This is an optimization exercise on Yosys and OpenROAD, whose aim is small area and a short achievable clock period, not a production implementation. RTL that was checked went through simulation tests only; none was proved equivalent to the original. Power and IR drop assume default switching activity.

Design FIR_filter, start of the top module:
module FIR_filter #(
    parameter  N1   = 8,
    parameter  N2 = 16 ,
    parameter integer N3  = 32
)(
    input  wire                      clk,
    input  wire                      rst,
    input  wire                      enable,
    input  wire signed [N2-1:0]    input_data,
    output  signed [N3-1:0]   sampleT,
   output   signed [N3-1:0] output_data
);
For scale: about 870 cells after synthesis, roughly 160 flip-flops, roughly 83 I/O pins, roughly 11000 µm² of cells after synthesis.
clock: 12.0 ns
lec_check: 0
cap_margin: 20
core_margin: 2
core_utilization: 75
cts_buf_list: sky130_fd_sc_hd__clkbuf_8
cts_cluster_diameter: 100
cts_cluster_size: 40
place_density: 0.8
slew_margin: 20
synth_hierarchical: 1
synth_minimum_keep_size: 0
standard.sh (not shown) runs the stock make flow with config.mk's settings and CLKGATE_MAP_FILE= SYNTH_SCRIPT=/design/flow/synth_recipe.tcl, a recipe that flattens the netlist after the stock synthesis.
==> flow/flow/run.sh <==
#!/bin/bash
# The standard layout (the standard.sh, unchanged synthesis and steps), with the
# port buffers that the flow inserts on every input and output made from buf_1 cells,
# and repair_timing asked for more setup slack than the 12 ns clock needs.
# make's output goes to layout.log; each tool's own log is under orfs/logs/.
set -euo pipefail
bash standard.sh 'BUFFER_PORTS_ARGS=-buffer_cell sky130_fd_sc_hd__buf_1' SETUP_SLACK_MARGIN=7.6 TNS_END_PERCENT=5 finish > layout.log 2>&1
Edit:
--- a/flow/design.v
+++ b/flow/design.v
@@ -417,32 +417,38 @@
   fir_xor u_yo_sgn0 (.a(yo_p[19]), .b(yo_c[18]), .y(yo_sgn0));
   wire yo_sgn1;
   fir_xor u_yo_sgn1 (.a(yo_p[19]), .b(yo_c[18]), .y(yo_sgn1));
   wire yo_sgn2;
   fir_xor u_yo_sgn2 (.a(yo_p[19]), .b(yo_c[18]), .y(yo_sgn2));
   wire yo_sgn3;
   fir_xor u_yo_sgn3 (.a(yo_p[19]), .b(yo_c[18]), .y(yo_sgn3));
   wire [24:0] y = {yo[19:1], ylo};
   wire [7:0] ysign = {{2{yo_sgn3}}, {2{yo_sgn2}}, {2{yo_sgn1}}, {2{yo_sgn0}}};
-  wire ld, hold;
-  fir_ctl u_ctl (.rst(rst), .enable(enable), .ld(ld), .hold(hold));
+  wire ld0, hold0;
+  fir_ctl u_ctl0 (.rst(rst), .enable(enable), .ld(ld0), .hold(hold0));
+  wire ld1, hold1;
+  fir_ctl u_ctl1 (.rst(rst), .enable(enable), .ld(ld1), .hold(hold1));
+  wire ld2, hold2;
+  fir_ctl u_ctl2 (.rst(rst), .enable(enable), .ld(ld2), .hold(hold2));
+  wire ld3, hold3;
+  fir_ctl u_ctl3 (.rst(rst), .enable(enable), .ld(ld3), .hold(hold3));
   always @(posedge clk) begin
-    ylo <= ({6{ld}} & ylo_next[5:0]) | ({6{hold}} & ylo);
-    yc <= ({1{ld}} & ylo_next[6]) | ({1{hold}} & yc);
-    yhp <= ({19{ld}} & yhp_next) | ({19{hold}} & yhp);
-    yhg <= (({19{ld}} & yhg_next) | ({19{hold}} & yhg)) & 19'b0111111101111111101;
-    s0 <= ({16{ld}} & input_data) | ({16{hold}} & s0);
-    u0 <= ({17{ld}} & u_in) | ({17{hold}} & u0);
-    u1 <= ({17{ld}} & u0) | ({17{hold}} & u1);
-    u2 <= ({17{ld}} & u1) | ({17{hold}} & u2);
-    u3 <= ({17{ld}} & u2) | ({17{hold}} & u3);
-    u4 <= ({17{ld}} & u3) | ({17{hold}} & u4);
-    u5 <= ({17{ld}} & u4) | ({17{hold}} & u5);
+    ylo <= ({6{ld0}} & ylo_next[5:0]) | ({6{hold0}} & ylo);
+    yc <= ({1{ld1}} & ylo_next[6]) | ({1{hold1}} & yc);
+    yhp <= ({19{ld2}} & yhp_next) | ({19{hold2}} & yhp);
+    yhg <= (({19{ld3}} & yhg_next) | ({19{hold3}} & yhg)) & 19'b0111111101111111101;
+    s0 <= ({16{ld0}} & input_data) | ({16{hold0}} & s0);
+    u0 <= ({17{ld1}} & u_in) | ({17{hold1}} & u0);
+    u1 <= ({17{ld2}} & u0) | ({17{hold2}} & u1);
+    u2 <= ({17{ld3}} & u1) | ({17{hold3}} & u2);
+    u3 <= ({17{ld0}} & u2) | ({17{hold0}} & u3);
+    u4 <= ({17{ld1}} & u3) | ({17{hold1}} & u4);
+    u5 <= ({17{ld2}} & u4) | ({17{hold2}} & u5);
   end
   assign output_data = {ysign, y[23:0]};
   assign sampleT = {{16{s0[15]}}, s0};
 endmodule
 module fir_fa (input wire a, input wire b, input wire c, output wire s, output wire co);
   assign s = a ^ b ^ c;
   assign co = (a & b) | (a & c) | (b & c);
 endmodule
 module fir_ha (input wire a, input wire b, output wire s, output wire co);
Effect: The new run passed the timing, design-rule and antenna checks; clock-buffer cell count came out lower by 1; total power came out higher by 2.2%; sequential share of layout area fell by 0.32 points; via count grows by 7.0%; core utilization is lower by 0.93 points; setup slack got worse by 63 ps; die area climbs by 0.56%; first-iteration DRC count goes up by about 65%; wire length is higher by 17%; cell area rises by 1.5%.
No run of this note included a check of the RTL's function; only the layout flow was run.

* * *

## oak
Another version of the RTL of FIR_filter (not shown whole).
Size: ~1000 cells after synthesis, ~160 flip-flops, ~0.012 sq mm of cells after synthesis.
==> flow/config.mk <==
export PLATFORM = sky130hd
export DESIGN_NAME = FIR_filter
export DESIGN_NICKNAME = FIR_filter
export VERILOG_FILES = /design/flow/design.v
export SDC_FILE = /design/flow/constraint.sdc
export NUM_CORES = 4
export LEC_CHECK = 0
export CAP_MARGIN = 20
export CORE_MARGIN = 2
export CORE_UTILIZATION = 60
export CTS_BUF_LIST = sky130_fd_sc_hd__clkbuf_8
export CTS_CLUSTER_DIAMETER = 100
export CTS_CLUSTER_SIZE = 40
export PLACE_DENSITY = 0.7
export SLEW_MARGIN = 20
export SYNTH_HIERARCHICAL = 1
export SYNTH_MINIMUM_KEEP_SIZE = 0
==> flow/constraint.sdc <==
create_clock -name core_clock -period 12.0 [get_ports {clk}]
set_input_delay 2.4000 -clock core_clock [delete_from_list [all_inputs] [get_ports {clk}]]
set_output_delay 2.4000 -clock core_clock [all_outputs]
set_load 0.01 [all_outputs]
run.sh (not shown) runs the stock make flow with config.mk's settings and CLKGATE_MAP_FILE= SYNTH_SCRIPT=/design/flow/synth_recipe.tcl, a recipe that flattens the netlist after the stock synthesis.
Stock flow here: none of the scripts above is used.
### oak -> pine
--- a/flow/design.v
+++ b/flow/design.v
@@ -6,25 +6,25 @@
 )(
     input  wire                      clk,
     input  wire                      rst,
     input  wire                      enable,
     input  wire signed [N2-1:0]    input_data,
     output  signed [N3-1:0]   sampleT,
    output   signed [N3-1:0] output_data
 );
   reg [15:0] s0;
   reg [16:0] u0, u1, u2, u3, u4, u5;
   reg [7:0] ylo;
   reg yc;
-  reg [16:0] yha, yhb;
+  reg [16:0] yhp, yhg;
   wire vs1, vc2;
   fir_fa u_vs1 (.a(u1[0]), .b(u3[0]), .c(~s0[0]), .s(vs1), .co(vc2));
   wire vs3, vc4;
   fir_fa u_vs3 (.a(u1[1]), .b(u3[1]), .c(~s0[1]), .s(vs3), .co(vc4));
   wire vs5, vc6;
   fir_fa u_vs5 (.a(~u5[1]), .b(vc2), .c(vs3), .s(vs5), .co(vc6));
   wire vs7, vc8;
   fir_fa u_vs7 (.a(u1[2]), .b(u3[2]), .c(~s0[2]), .s(vs7), .co(vc8));
   wire vs9, vc10;
   fir_fa u_vs9 (.a(~u5[2]), .b(vc4), .c(vs7), .s(vs9), .co(vc10));
   wire vs11, vc12;
   fir_fa u_vs11 (.a(u1[3]), .b(u3[3]), .c(~s0[3]), .s(vs11), .co(vc12));
@@ -390,61 +390,73 @@
   wire qc372 = ~u2[16] | qc366;
   wire qs373, qc374;
   fir_fa u_qs373 (.a(qs371), .b(qc368), .c(qc370), .s(qs373), .co(qc374));
   wire [8:0] qa = {1'b0, qs143, qc110, qc96, qc84, qs83, ~input_data[2], qs69, qs67};
   wire [8:0] qb = {1'b0, 1'b0, qs125, qs109, qs95, 1'b0, qs75, ~input_data[1], ~input_data[0]};
   wire [8:0] ylo_next_p = qa ^ qb;
   wire [8:0] ylo_next_g = qa & qb;
   wire [7:0] ylo_next_c;
   fir_pfx_ylo_next u_pfx_ylo_next (.p(ylo_next_p[7:0]), .g(ylo_next_g[7:0]), .c(ylo_next_c));
   wire [8:0] ylo_next = ylo_next_p ^ {ylo_next_c, 1'b0};
   wire [16:0] yha_next = {1'b1, qc372, qs373, qs369, qs363, qc340, qs339, qs323, qs305, qc270, qc252, qc234, qc216, qc198, qc180, qc162, qc144};
   wire [16:0] yhb_next = {1'b0, qc374, 1'b0, qc364, qc354, qs353, qc324, 1'b0, qc288, qs287, qs269, qs251, qs233, qs215, qs197, qs179, qs161};
+  wire [16:0] yhp_next = yha_next ^ yhb_next;
+  wire [16:0] yhg_next = yha_next & yhb_next;
   wire [16:0] ui_a = {input_data[15], input_data};
   wire [16:0] ui_b = {s0[15], s0};
   wire [16:0] u_in_p = ui_a ^ ui_b;
   wire [16:0] u_in_g = ui_a & ui_b;
   wire [15:0] u_in_c;
   fir_pfx_u_in u_pfx_u_in (.p(u_in_p[15:0]), .g(u_in_g[15:0]), .c(u_in_c));
   wire [16:0] u_in = u_in_p ^ {u_in_c, 1'b0};
-  wire [17:0] yo_a = {yha, yc};
-  wire [17:0] yo_b = {yhb, yc};
-  wire [17:0] yo_p = yo_a ^ yo_b;
-  wire [17:0] yo_g = yo_a & yo_b;
+  wire [17:0] yo_p = {yhp, 1'b0};
+  wire [17:0] yo_g = {yhg, yc};
   wire [16:0] yo_c;
   fir_pfx_yo u_pfx_yo (.p(yo_p[16:0]), .g(yo_g[16:0]), .c(yo_c));
   wire [17:0] yo = yo_p ^ {yo_c, 1'b0};
+  wire yo_sgn0;
+  fir_xor u_yo_sgn0 (.a(yo_p[17]), .b(yo_c[16]), .y(yo_sgn0));
+  wire yo_sgn1;
+  fir_xor u_yo_sgn1 (.a(yo_p[17]), .b(yo_c[16]), .y(yo_sgn1));
+  wire yo_sgn2;
+  fir_xor u_yo_sgn2 (.a(yo_p[17]), .b(yo_c[16]), .y(yo_sgn2));
+  wire yo_sgn3;
+  fir_xor u_yo_sgn3 (.a(yo_p[17]), .b(yo_c[16]), .y(yo_sgn3));
   wire [24:0] y = {yo[17:1], ylo};
+  wire [7:0] ysign = {{2{yo_sgn3}}, {2{yo_sgn2}}, {2{yo_sgn1}}, {2{yo_sgn0}}};
   always @(posedge clk) begin
     if (rst) begin
       s0 <= 16'd0;
       u0 <= 17'd0; u1 <= 17'd0; u2 <= 17'd0; u3 <= 17'd0; u4 <= 17'd0; u5 <= 17'd0;
-      ylo <= 8'd0; yc <= 1'b0; yha <= 17'd0; yhb <= 17'd0;
+      ylo <= 8'd0; yc <= 1'b0; yhp <= 17'd0; yhg <= 17'd0;
     end else if (enable) begin
-      ylo <= ylo_next[7:0]; yc <= ylo_next[8]; yha <= yha_next; yhb <= yhb_next;
+      ylo <= ylo_next[7:0]; yc <= ylo_next[8]; yhp <= yhp_next; yhg <= yhg_next;
       s0 <= input_data;
       u0 <= u_in; u1 <= u0; u2 <= u1; u3 <= u2; u4 <= u3; u5 <= u4;
     end
   end
-  assign output_data = {{7{y[24]}}, y};
+  assign output_data = {ysign, y[23:0]};
   assign sampleT = {{16{s0[15]}}, s0};
 endmodule
 module fir_fa (input wire a, input wire b, input wire c, output wire s, output wire co);
   assign s = a ^ b ^ c;
   assign co = (a & b) | (a & c) | (b & c);
 endmodule
 module fir_ha (input wire a, input wire b, output wire s, output wire co);
   assign s = a ^ b;
   assign co = a & b;
 endmodule
+module fir_xor (input wire a, input wire b, output wire y);
+  assign y = a ^ b;
+endmodule
 module fir_pfx_ylo_next (input wire [7:0] p, input wire [7:0] g, output wire [7:0] c);
   wire G1 = g[1] | (p[1] & g[0]);
   wire P2 = p[1] & p[0];
   wire G3 = g[3] | (p[3] & g[2]);
   wire P4 = p[3] & p[2];
   wire G5 = g[5] | (p[5] & g[4]);
   wire P6 = p[5] & p[4];
   wire G7 = g[7] | (p[7] & g[6]);
   wire P8 = p[7] & p[6];
   wire G9 = g[2] | (p[2] & G1);
   wire P10 = p[2] & P2;
   wire G11 = G3 | (P4 & G1);
Notes after the runs:
oak has a higher placer congestion estimate than pine.
Between oak and pine, fraction of area in multi-input gates decreased.
pine against oak: combinational group power rose about 6%; power density over the cells picked up an extra 5.6%; proportion of final cell area spent on non-clock buffers now sits at about the same level.
Taking oak as the reference, in pine count of vias placed by the detailed router saw a decrease, final cycle utilization of the critical path now smaller.
Number of placement rows (pine vs. oak) decreases slightly
pine: sum of met3 wire segment lengths after detailed routing lower than oak
Comparing pine and oak, the higher total non-filler cell area in the finished layout was measured on oak.
Taking oak as the reference, in pine final cell count -about 2%; overall power of the completed layout went up 4.3%.
Function not checked in oak: the RTL went through the layout flow alone.

-- what the ideal ports hide --
The flow's constraints put no driver on any port. The routed layouts listed below were extracted and timed again, unchanged, in two steps. Step 1 assumes that a clkbuf_16 drives the clock port and a buf_2 every other input. Step 2 also shifts input and output timing later by t, the mid clock arrival at the registers, as if the neighbouring blocks saw the same clock. Three values: ideal ports, drivers, drivers and shift; two values: the first two.
run | shift t [ns] | slack for setup (ns) | worst setup path after step 2 | latest minus earliest clock arrival (ns) | worst data-port slew with drivers (ns)
the first run of note 1 | 0.487 | 7.310 / 7.274 / 6.911 | input to register | 0.021 / 0.021 | 0.03
the second run of note 1 | 0.511 | 7.247 / 7.207 / 6.933 | input to register | 0.016 / 0.016 | 0.04
oak | 0.497 | 6.580 / 6.538 / 6.511 | input to register | 0.016 / 0.016 | 0.05
pine | 0.501 | 6.828 / 6.787 / 6.547 | input to register | 0.016 / 0.016 | 0.05
After both steps setup and hold are still met in every run listed. The setup slack of the first run of note 1, which loses most, moves by -0.036 ns with the drivers and by -0.399 ns with both steps.
